Source: an optimization exercise on an open RTL-to-GDS flow (aim: small area). Production flows keep margins and buffers that such runs may drop.
RTL that was checked went through simulation tests only; none was proved equivalent to the original.
Power is estimated from default activity; no workload was simulated.

## Top_Memory_Game
module Top_Memory_Game (
    input wire clk,
    input wire rst_n,
    input wire [7:0] btn_raw,
    output wire [7:0] led_out,
    output wire [7:0] seg_data,
    output wire [7:0] seg_sel,
    output reg pwm_servo,
    output wire lcd_rs,
    output wire lcd_rw,
    output wire lcd_en,
    output reg [7:0] lcd_data
);
Settings: LEC_CHECK=0, CAP_MARGIN=20, CORE_MARGIN=2, CORE_UTILIZATION=75, CTS_BUF_LIST=sky130_fd_sc_hd__clkbuf_8, CTS_CLUSTER_DIAMETER=60, CTS_CLUSTER_SIZE=14, SLEW_MARGIN=20; clock period 25.0 ns.
standard.sh (not shown) runs the stock make flow with config.mk's settings and CLKGATE_MAP_FILE= SYNTH_SCRIPT=/design/flow/synth_recipe.tcl, a recipe that flattens the netlist after the stock synthesis.
==> flow/flow/run.sh <==
#!/bin/bash
# Own layout flow: the standard ORFS flow (standard.sh) with three changes:
#  - Yosys's ABC technology mapping uses an area-oriented script
#    (flow/abc_area.script) in place of ORFS's delay-oriented one;
#  - adders are left to ABC (no ORFS half/full-adder cell mapping);
#  - the port buffers are buf_1 cells.
# Everything else (synthesis script, floorplan, power grid, CTS, routing) is
# ORFS's own. Each tool's output goes to its own log under orfs/logs/, and
# make's output to flow_make.log.
set -euo pipefail
W=$(pwd)
rm -rf "$W/orfs_scripts"
mkdir -p "$W/orfs_scripts"
cp -r "$FLOW_HOME/scripts/." "$W/orfs_scripts/"
cp "$W/flow/abc_area.script" "$W/orfs_scripts/abc_speed.script"
bash "$W/standard.sh" "SCRIPTS_DIR=$W/orfs_scripts" "ADDER_MAP_FILE=" \
    "BUFFER_PORTS_ARGS=-buffer_cell sky130_fd_sc_hd__buf_1" finish > "$W/flow_make.log" 2>&1
test -f "$W/out/final.def"
==> flow/flow/abc_area.script <==
strash
&get -n
&deepsyn -T 60
&put
dch
&get -n
&nf -a -R 200
&put
The starting point passed the timing, design-rule and antenna checks.
Change:
--- a/flow/config.mk
+++ b/flow/config.mk
@@ -8,7 +8,7 @@
 export CAP_MARGIN = 20
 export CORE_MARGIN = 2
-export CORE_UTILIZATION = 75
+export CORE_UTILIZATION = 60
 export CTS_BUF_LIST = sky130_fd_sc_hd__clkbuf_8
 export CTS_CLUSTER_DIAMETER = 60
-export CTS_CLUSTER_SIZE = 14
+export CTS_CLUSTER_SIZE = 16
 export SLEW_MARGIN = 20
What happened:
- routed wire length decreases by 8.1%
- synthesized area hardly moves
- worst setup slack improves by 0.079 ns
- clock skew increases by 0.011 ns
- flip-flop and latch count is unchanged
- count of clock-buffer cells in the layout increases by 1
- non-clock buffer count increases by 1
- core utilization decreases by 14 points
Change:
--- a/flow/config.mk
+++ b/flow/config.mk
@@ -6,9 +6,9 @@
 export NUM_CORES = 4
 export LEC_CHECK = 0
-export CAP_MARGIN = 20
+export CAP_MARGIN = 0
 export CORE_MARGIN = 2
-export CORE_UTILIZATION = 60
+export CORE_UTILIZATION = 80
 export CTS_BUF_LIST = sky130_fd_sc_hd__clkbuf_8
 export CTS_CLUSTER_DIAMETER = 60
 export CTS_CLUSTER_SIZE = 16
-export SLEW_MARGIN = 20
+export SLEW_MARGIN = 0
=>
- global-route usage rose by 16 points
- hold slack gets better by 0.013 ns
- cell count went down by a few percent
- final area falls slightly
- fmax goes up by a few percent
- sequential share of layout area increases by 0.77 points
- area after synthesis is about the same
- via count climbs by roughly a tenth
- clock skew goes up by 0.0062 ns
- utilization is higher by 21 points
- clock-buffer cell count decreases by 3
Change:
==> flow/config.mk (replaced) <==
export PLATFORM = sky130hd
export DESIGN_NAME = Top_Memory_Game
export DESIGN_NICKNAME = Top_Memory_Game
export VERILOG_FILES = /design/flow/design.v
export SDC_FILE = /design/flow/constraint.sdc
export NUM_CORES = 4
export LEC_CHECK = 0
export CAP_MARGIN = 20
export CORE_MARGIN = 2
export CORE_UTILIZATION = 75
export CTS_BUF_LIST = sky130_fd_sc_hd__clkbuf_8
export CTS_CLUSTER_DIAMETER = 40
export CTS_CLUSTER_SIZE = 24
export SLEW_MARGIN = 20
Effect: Non-clock buffer count goes up by 1; hold slack improved by 0.0095 ns; sequential share of layout area went down by 1.3 points; register-to-register slack is better by 0.17 ns.
Change:
--- a/flow/config.mk
+++ b/flow/config.mk
@@ -8,7 +8,7 @@
 export CAP_MARGIN = 20
 export CORE_MARGIN = 2
-export CORE_UTILIZATION = 75
+export CORE_UTILIZATION = 80
 export CTS_BUF_LIST = sky130_fd_sc_hd__clkbuf_8
-export CTS_CLUSTER_DIAMETER = 40
-export CTS_CLUSTER_SIZE = 24
+export CTS_CLUSTER_DIAMETER = 35
+export CTS_CLUSTER_SIZE = 20
 export SLEW_MARGIN = 20
First-iteration DRC count grows by 32%.
Worst setup slack degrades by 0.59 ns.
Cell area grows by about 0.6%.
Sequential share of layout area shrinks by 0.29 points.

---

Another version of the RTL of Top_Memory_Game (not shown whole).
Size: ~210 flip-flops, roughly 46 I/O pins, about 9100 sq um of cells after synthesis.
==> flow/config.mk <==
export PLATFORM = sky130hd
export DESIGN_NAME = Top_Memory_Game
export DESIGN_NICKNAME = Top_Memory_Game
export VERILOG_FILES = /design/flow/design.v
export SDC_FILE = /design/flow/constraint.sdc
export NUM_CORES = 4
export LEC_CHECK = 0
export CAP_MARGIN = 20
export CORE_MARGIN = 2
export CORE_UTILIZATION = 75
export CTS_BUF_LIST = sky130_fd_sc_hd__clkbuf_8
export CTS_CLUSTER_DIAMETER = 60
export CTS_CLUSTER_SIZE = 20
export SLEW_MARGIN = 20
==> flow/constraint.sdc <==
create_clock -name core_clock -period 25.0 [get_ports {clk}]
set_input_delay 5.0000 -clock core_clock [delete_from_list [all_inputs] [get_ports {clk}]]
set_output_delay 5.0000 -clock core_clock [all_outputs]
set_load 0.01 [all_outputs]
==> flow/flow/run.sh <==
#!/bin/bash
# Own layout flow: the standard ORFS flow (standard.sh) with these changes:
#  - Yosys's ABC technology mapping uses an area-oriented script
#    (flow/abc_area.script) in place of ORFS's delay-oriented one;
#  - adders are left to ABC (no ORFS half/full-adder cell mapping);
#  - the port buffers are buf_1 cells;
#  - clock tree synthesis adds no dummy loads (same clustering settings
#    as config.mk's CTS_* values).
# Everything else (synthesis script, floorplan, power grid, placement,
# routing) is ORFS's own. Each tool's output goes to its own log under
# orfs/logs/, and make's output to flow_make.log.
set -euo pipefail
W=$(pwd)
rm -rf "$W/orfs_scripts"
mkdir -p "$W/orfs_scripts"
cp -r "$FLOW_HOME/scripts/." "$W/orfs_scripts/"
cp "$W/flow/abc_area.script" "$W/orfs_scripts/abc_speed.script"
CTS="-sink_clustering_enable -repair_clock_nets -dont_use_dummy_load"
CTS="$CTS -sink_clustering_size 20 -sink_clustering_max_diameter 60"
CTS="$CTS -buf_list sky130_fd_sc_hd__clkbuf_8 -root_buf sky130_fd_sc_hd__clkbuf_4 -tree_buf sky130_fd_sc_hd__clkbuf_4"
bash "$W/standard.sh" "SCRIPTS_DIR=$W/orfs_scripts" "ADDER_MAP_FILE=" \
    "BUFFER_PORTS_ARGS=-buffer_cell sky130_fd_sc_hd__buf_1" \
    "CTS_ARGS=$CTS" finish > "$W/flow_make.log" 2>&1
test -f "$W/out/final.def"
Scripts as last shown in full above: flow/flow/abc_area.script
Next try:
--- a/flow/flow/run.sh
+++ b/flow/flow/run.sh
@@ -17,6 +17,6 @@
 cp "$W/flow/abc_area.script" "$W/orfs_scripts/abc_speed.script"
 CTS="-sink_clustering_enable -repair_clock_nets -dont_use_dummy_load"
-CTS="$CTS -sink_clustering_size 20 -sink_clustering_max_diameter 60"
-CTS="$CTS -buf_list sky130_fd_sc_hd__clkbuf_8 -root_buf sky130_fd_sc_hd__clkbuf_4 -tree_buf sky130_fd_sc_hd__clkbuf_4"
+CTS="$CTS -sink_clustering_size 14 -sink_clustering_max_diameter 60"
+CTS="$CTS -buf_list sky130_fd_sc_hd__clkbuf_8"
 bash "$W/standard.sh" "SCRIPTS_DIR=$W/orfs_scripts" "ADDER_MAP_FILE=" \
     "BUFFER_PORTS_ARGS=-buffer_cell sky130_fd_sc_hd__buf_1" \
- CTS_CLUSTER_SIZE: 20 -> 14
Design area went up by 0.77%.
Synthesized area is unchanged.
Sequential power barely changes.
Clock skew went down by 28 ps.
Routed wire length came out higher by 1.8%.
Final cell count goes up by 0.34%.
Worst hold slack got worse by 28 ps.
Setup slack improves by 79 ps.
Synthesized cell count does not change.
Count of clock-buffer cells in the layout grows by 4.

---

Top_Memory_Game again, from the RTL that the note above started with.
==> flow/config.mk <==
export PLATFORM = sky130hd
export DESIGN_NAME = Top_Memory_Game
export DESIGN_NICKNAME = Top_Memory_Game
export VERILOG_FILES = /design/flow/design.v
export SDC_FILE = /design/flow/constraint.sdc
export NUM_CORES = 4
export LEC_CHECK = 0
export CAP_MARGIN = 20
export CORE_MARGIN = 2
export CORE_UTILIZATION = 75
export CTS_BUF_LIST = sky130_fd_sc_hd__clkbuf_8
export CTS_CLUSTER_DIAMETER = 45
export CTS_CLUSTER_SIZE = 20
export SLEW_MARGIN = 20
==> flow/constraint.sdc <==
create_clock -name core_clock -period 25.0 [get_ports {clk}]
set_input_delay 5.0000 -clock core_clock [delete_from_list [all_inputs] [get_ports {clk}]]
set_output_delay 5.0000 -clock core_clock [all_outputs]
set_load 0.01 [all_outputs]
==> flow/flow/run.sh <==
#!/bin/bash
# Own layout flow: the standard ORFS flow (standard.sh) with these changes:
#  - Yosys's ABC technology mapping uses an area-oriented script
#    (flow/abc_area.script) in place of ORFS's delay-oriented one;
#  - adders are left to ABC (no ORFS half/full-adder cell mapping);
#  - the port buffers are buf_1 cells;
#  - clock tree synthesis adds no dummy loads (same clustering settings
#    as config.mk's CTS_* values).
# Everything else (synthesis script, floorplan, power grid, placement,
# routing) is ORFS's own. Each tool's output goes to its own log under
# orfs/logs/, and make's output to flow_make.log.
set -euo pipefail
W=$(pwd)
rm -rf "$W/orfs_scripts"
mkdir -p "$W/orfs_scripts"
cp -r "$FLOW_HOME/scripts/." "$W/orfs_scripts/"
cp "$W/flow/abc_area.script" "$W/orfs_scripts/abc_speed.script"
CTS="-sink_clustering_enable -repair_clock_nets -dont_use_dummy_load"
CTS="$CTS -sink_clustering_size 20 -sink_clustering_max_diameter 45"
CTS="$CTS -buf_list sky130_fd_sc_hd__clkbuf_8"
bash "$W/standard.sh" "SCRIPTS_DIR=$W/orfs_scripts" "ADDER_MAP_FILE=" \
    "BUFFER_PORTS_ARGS=-buffer_cell sky130_fd_sc_hd__buf_1" \
    "CTS_ARGS=$CTS" finish > "$W/flow_make.log" 2>&1
test -f "$W/out/final.def"
Scripts as last shown in full above: flow/flow/abc_area.script
Then changed:
==> flow/flow/run.sh (replaced) <==
#!/bin/bash
# Own layout flow: the standard ORFS flow (standard.sh) with three changes:
#  - Yosys's ABC technology mapping uses an area-oriented script
#    (flow/abc_area.script) in place of ORFS's delay-oriented one;
#  - adders are left to ABC (no ORFS half/full-adder cell mapping);
#  - the port buffers are buf_1 cells.
# Everything else (synthesis script, floorplan, power grid, CTS, routing) is
# ORFS's own. Each tool's output goes to its own log under orfs/logs/, and
# make's output to flow_make.log.
set -euo pipefail
W=$(pwd)
rm -rf "$W/orfs_scripts"
mkdir -p "$W/orfs_scripts"
cp -r "$FLOW_HOME/scripts/." "$W/orfs_scripts/"
cp "$W/flow/abc_area.script" "$W/orfs_scripts/abc_speed.script"
bash "$W/standard.sh" "SCRIPTS_DIR=$W/orfs_scripts" "ADDER_MAP_FILE=" \
    "BUFFER_PORTS_ARGS=-buffer_cell sky130_fd_sc_hd__buf_1" finish > "$W/flow_make.log" 2>&1
test -f "$W/out/final.def"
Settings changed: CTS_CLUSTER_DIAMETER 45 to 60, CTS_CLUSTER_SIZE 20 to 16.
What happened: Synthesized area is unchanged. Final area hardly moves. Routed wire length rises by 1.7%. Power hardly moves. Setup slack gets better by 13 ps. Register-to-register slack got worse by 20 ps. Combinational power is about the same. Clock power barely changes. Via count rises by 1.7%. Maximum frequency is about the same.
Then changed:
==> flow/flow/run.sh (replaced) <==
#!/bin/bash
# Own layout flow: the standard ORFS flow (standard.sh) with these changes:
#  - Yosys's ABC technology mapping uses an area-oriented script
#    (flow/abc_area.script) in place of ORFS's delay-oriented one;
#  - adders are left to ABC (no ORFS half/full-adder cell mapping);
#  - the port buffers are buf_1 cells;
#  - clock tree synthesis adds no dummy loads and uses small buffers above
#    the leaf level (clustering settings as config.mk's CTS_* values).
# Everything else (synthesis script, floorplan, power grid, placement,
# routing) is ORFS's own. Each tool's output goes to its own log under
# orfs/logs/, and make's output to flow_make.log.
set -euo pipefail
W=$(pwd)
rm -rf "$W/orfs_scripts"
mkdir -p "$W/orfs_scripts"
cp -r "$FLOW_HOME/scripts/." "$W/orfs_scripts/"
cp "$W/flow/abc_area.script" "$W/orfs_scripts/abc_speed.script"
CTS="-sink_clustering_enable -repair_clock_nets -dont_use_dummy_load"
CTS="$CTS -sink_clustering_size 20 -sink_clustering_max_diameter 60"
CTS="$CTS -buf_list sky130_fd_sc_hd__clkbuf_8 -root_buf sky130_fd_sc_hd__clkbuf_2 -tree_buf sky130_fd_sc_hd__clkbuf_2"
bash "$W/standard.sh" "SCRIPTS_DIR=$W/orfs_scripts" "ADDER_MAP_FILE=" \
    "BUFFER_PORTS_ARGS=-buffer_cell sky130_fd_sc_hd__buf_1" \
    "CTS_ARGS=$CTS" finish > "$W/flow_make.log" 2>&1
test -f "$W/out/final.def"
Settings changed: CTS_CLUSTER_SIZE 16 to 20.
Result:
- The new run produced a clean layout
- first-iteration DRC count rises by about a fifth
- final cell count falls slightly
- sequential power is about the same
- routed wire length falls slightly
- design area falls slightly
- clock power falls by about a fifth
- fmax falls by a few percent
- setup slack loses 170 ps
Then changed:
--- a/flow/flow/run.sh
+++ b/flow/flow/run.sh
@@ -7,2 +7,2 @@
-#  - clock tree synthesis adds no dummy loads and uses small buffers above
-#    the leaf level (clustering settings as config.mk's CTS_* values).
+#  - clock tree synthesis adds no dummy loads (same clustering settings
+#    as config.mk's CTS_* values).
The new run completed without violations.
Wire length stays the same.
Cell area stays the same.
Global-route usage is unchanged.
Worst hold slack does not change.
Then changed:
--- a/flow/flow/run.sh
+++ b/flow/flow/run.sh
@@ -20 +20 @@
-CTS="$CTS -buf_list sky130_fd_sc_hd__clkbuf_8 -root_buf sky130_fd_sc_hd__clkbuf_2 -tree_buf sky130_fd_sc_hd__clkbuf_2"
+CTS="$CTS -buf_list sky130_fd_sc_hd__clkbuf_8"
Result: First-iteration DRC count decreases by 1.2%. Global-route usage hardly moves. Fmax increases by 2.0%. Setup slack improved by 160 ps. Die area stays the same. Count of clock-buffer cells in the layout stays the same. Hold slack barely changes. Design area hardly moves. Routed wire length decreases by 0.33%. Combinational power hardly moves. Clock power increases by about 6%.

---

Another version of the RTL of Top_Memory_Game (not shown whole).
Size in the first run: ~210 flip-flops, roughly 11,000 um^2 of cells after synthesis.
clock: 25.0 ns
lec_check: 0
cap_margin: 20
core_margin: 2
core_utilization: 60
cts_buf_list: sky130_fd_sc_hd__clkbuf_8 sky130_fd_sc_hd__clkbuf_16
cts_cluster_diameter: 40
cts_cluster_size: 20
slew_margin: 20
run.sh (not shown) runs the stock make flow with config.mk's settings and CLKGATE_MAP_FILE= SYNTH_SCRIPT=/design/flow/synth_recipe.tcl, a recipe that flattens the netlist after the stock synthesis.
Stock flow here: none of the scripts above is used.
Rerun with:
- CTS_BUF_LIST: sky130_fd_sc_hd__clkbuf_8 sky130_fd_sc_hd__clkbuf_16 -> sky130_fd_sc_hd__clkbuf_8
After rerunning: Clock skew climbs by 0.0094 ns. Synthesized cell count is unchanged. Worst hold slack barely changes. Power goes down by about a fifth. Synthesized area stays the same. Final area went down by a few percent.
No functional check of the RTL was part of any run of this note.

## port drivers added, routing unchanged
Ports are ideal in the flow. The routed layouts listed here were re-timed in OpenROAD. Step 1 assumes that a clkbuf_16 drives the clock port and a buf_2 every other input. Step 2 adds t to the input delays and takes it off the output delays; t is the mean of the earliest and latest rising clock arrival at the registers after step 1. Input paths then give back, and output paths get back, about the clock's delay inside the block. Slacks: no drivers / after step 1 / after step 2; pairs: no drivers / after step 1.
run | shift t [ns] | slack for setup (ns) | hold WS [ns] | worst data-port slew with drivers (ns)
the first run of note 1 | 0.551 | 16.678 / 16.640 / 17.191 | 0.334 / 0.334 / 0.334 | 0.03
the second run of note 1 | 0.534 | 16.757 / 16.717 / 17.251 | 0.323 / 0.323 / 0.323 | 0.04
the third run of note 1 | 0.540 | 16.968 / 16.934 / 17.473 | 0.336 / 0.336 / 0.336 | 0.03
the fourth run of note 1 | 0.591 | 17.030 / 16.995 / 17.587 | 0.345 / 0.345 / 0.345 | 0.09
the fifth run of note 1 | 0.611 | 16.444 / 16.404 / 17.014 | 0.363 / 0.363 / 0.363 | 0.05
the first run of note 2 | 0.606 | 17.023 / 16.988 / 17.594 | 0.365 / 0.365 / 0.365 | 0.05
the second run of note 2 | 0.537 | 17.103 / 17.064 / 17.601 | 0.337 / 0.337 / 0.337 | 0.05
the first run of note 3 | 0.539 | 17.086 / 17.051 / 17.590 | 0.345 / 0.345 / 0.345 | 0.05
the second run of note 3 | 0.550 | 17.099 / 17.062 / 17.612 | 0.347 / 0.347 / 0.347 | 0.05
the third run of note 3 | 0.714 | 16.933 / 16.899 / 17.613 | 0.366 / 0.366 / 0.366 | 0.05
the fourth run of note 3 | 0.714 | 16.933 / 16.899 / 17.613 | 0.366 / 0.366 / 0.366 | 0.05
the fifth run of note 3 | 0.517 | 17.092 / 17.055 / 17.572 | 0.365 / 0.365 / 0.365 | 0.05
the first run of note 4 | 0.597 | 15.852 / 15.805 / 16.401 | 0.326 / 0.326 / 0.326 | 0.03
the second run of note 4 | 0.607 | 15.815 / 15.769 / 16.375 | 0.328 / 0.328 / 0.328 | 0.03
After both steps every run listed still meets setup and hold.
